This is an optimization exercise on Yosys and OpenROAD, whose aim is small area, a short achievable clock period and few clock cycles, not a production implementation.

## branch zinc
## M1
module M1 (
   input  logic         Clock,
   input  logic         Resetn,
   input  logic         start,
   output logic         done,
   input  logic  [15:0] SRAM_read_data,
   output logic  [17:0] SRAM_address,
   output logic  [15:0] SRAM_write_data,
   output logic         SRAM_we_n
);
Size in the first run: about 2400 cells after synthesis, roughly 55 I/O pins, roughly 28000 um^2 of cells after synthesis.
Settings: LEC_CHECK=0, ABC_CLOCK_PERIOD_IN_PS=4000, CAP_MARGIN=20, CORE_MARGIN=2, CORE_UTILIZATION=55, SETUP_SLACK_MARGIN=5, SLEW_MARGIN=20, SYNTH_HIERARCHICAL=1; clock period 14.0 ns.
standard.sh (not shown) runs the stock make flow with config.mk's settings and CLKGATE_MAP_FILE= SYNTH_SCRIPT=/design/flow/synth_recipe.tcl, a recipe that flattens the netlist after the stock synthesis.
==> flow/flow/run.sh <==
#!/bin/bash
set -euo pipefail
bash standard.sh SETUP_SLACK_MARGIN=10 finish > standard_make.log 2>&1
branch zinc finished end to end and its layout was clean on timing, DRC and antenna.
What branch maple does differently from branch zinc at the input level:
==> flow/flow/run.sh <==
#!/bin/bash
set -euo pipefail
bash standard.sh SETUP_SLACK_MARGIN=9 finish > standard_make.log 2>&1
Results
- The final layout from branch maple, which completed every stage, passed the timing, design-rule and antenna checks at the end of the flow.
- branch maple: number of filler instances in the final layout is 114 higher than what branch zinc reported.
- Between branch zinc and branch maple, the flow reports final estimated routing congestion in global placement decreasing by a few percent.
- Changes observed in branch maple relative to branch zinc: global-route usage went down 1.1 points, synthesized cell count held, final hold slack held, global-route wire length before repair went down 2800 um.
- met3 demand-to-capacity share in global routing ends up higher on branch zinc.
No run of this note included a check of the RTL's function; only the layout flow was run.

========
## run A
Another version of the RTL of M1 (not shown whole).
For scale: about 450 flip-flops, ~27000 um^2 of cells after synthesis.
clock: 14.0 ns
lec_check: 0
abc_clock_period_in_ps: 4000
cap_margin: 20
core_margin: 2
core_utilization: 65
cts_buf_list: sky130_fd_sc_hd__clkbuf_4 sky130_fd_sc_hd__clkbuf_8
setup_slack_margin: 5
slew_margin: 20
synth_hierarchical: 1
==> flow/flow/run.sh <==
#!/bin/bash
set -euo pipefail
bash standard.sh SETUP_SLACK_MARGIN=10 finish > standard_make.log 2>&1
Run A | stages: all done | timing, DRC, antenna: all pass
Input-level comparison between run B and run A:
# run A
export LEC_CHECK = 0
export ABC_CLOCK_PERIOD_IN_PS = 4000
export CAP_MARGIN = 20
export CORE_MARGIN = 2
export CORE_UTILIZATION = 65
export CTS_BUF_LIST = sky130_fd_sc_hd__clkbuf_4 sky130_fd_sc_hd__clkbuf_8
export SETUP_SLACK_MARGIN = 5
export SLEW_MARGIN = 20
export SYNTH_HIERARCHICAL = 1
create_clock -name core_clock -period 14.0 [get_ports {Clock}]
# run B
export LEC_CHECK = 0
export ABC_CLOCK_PERIOD_IN_PS = 4000
export CAP_MARGIN = 20
export CORE_MARGIN = 2
export CORE_UTILIZATION = 55
export CTS_BUF_LIST = sky130_fd_sc_hd__clkbuf_4 sky130_fd_sc_hd__clkbuf_8
export SETUP_SLACK_MARGIN = 5
export SLEW_MARGIN = 20
export SYNTH_HIERARCHICAL = 1
create_clock -name core_clock -period 14.0 [get_ports {Clock}]
==> notes.md <==
Per the comparison of run B with run A, clock buffer instance count of the final layout moved up; hold slack moved up. Summary of the comparison: critical path depth is lower in run B, relative to run A.
Changes in run C relative to run B:
# run B
export LEC_CHECK = 0
export ABC_CLOCK_PERIOD_IN_PS = 4000
export CAP_MARGIN = 20
export CORE_MARGIN = 2
export CORE_UTILIZATION = 55
export CTS_BUF_LIST = sky130_fd_sc_hd__clkbuf_4 sky130_fd_sc_hd__clkbuf_8
export SETUP_SLACK_MARGIN = 5
export SLEW_MARGIN = 20
export SYNTH_HIERARCHICAL = 1
create_clock -name core_clock -period 14.0 [get_ports {Clock}]
# run C
export LEC_CHECK = 0
export ABC_AREA = 1
export ABC_CLOCK_PERIOD_IN_PS = 4000
export CAP_MARGIN = 20
export CORE_MARGIN = 2
export CORE_UTILIZATION = 65
export CTS_BUF_LIST = sky130_fd_sc_hd__clkbuf_4 sky130_fd_sc_hd__clkbuf_8
export SETUP_SLACK_MARGIN = 5
export SLEW_MARGIN = 20
export SYNTH_HIERARCHICAL = 1
create_clock -name core_clock -period 14.0 [get_ports {Clock}]
Notes after the runs:
Run C | status: complete | timing, DRC, antenna: pass. The post-cts repair resize count in run C sits 9 below the value recorded for run B. Summary: routed via count, run C worse than run B. Run C leaves more setup margin than run B. Going from run B to run C, first-pass iteration count of the detailed router went up 1; via density per instance went up 0.11; length of routed met3 wiring went up about 26%; number of non-filler instances in the completed layout went up 143. Run C: number of buffers and inverters on the critical path 2 above run B.
No functional check of the RTL was part of any run of this note.

[static timing again, ports no longer ideal]
No port has a modelled driver above. Below, the same layouts with a new extraction and two added sets of constraints.
Step 1 assumes that a clkbuf_16 drives the clock port and a buf_2 every other input.
Step 2 times the ports against the registers' clock, not the clock port: input delays grow and output delays shrink by t, the midpoint of the rising clock arrivals with the driver on.
a / b / c = ideal / step 1 / step 2; a / b = the first two.
run | shift t [ns] | slack for setup (ns) | hold WS [ns]
branch zinc | 0.651 | 9.577 / 9.577 / 9.500 | 0.350 / 0.350 / 0.350
branch maple | 0.646 | 9.167 / 9.167 / 9.045 | 0.350 / 0.350 / 0.350
run A | 0.706 | 10.012 / 9.958 / 9.448 | 0.360 / 0.360 / 0.360
run B | 0.714 | 9.936 / 9.880 / 9.401 | 0.371 / 0.371 / 0.371
run C | 0.712 | 10.023 / 9.977 / 9.342 | 0.368 / 0.368 / 0.368
After both steps setup and hold are still met in every run listed. The setup slack of run C, which loses most, moves by -0.046 ns with the drivers and by -0.681 ns with both steps.
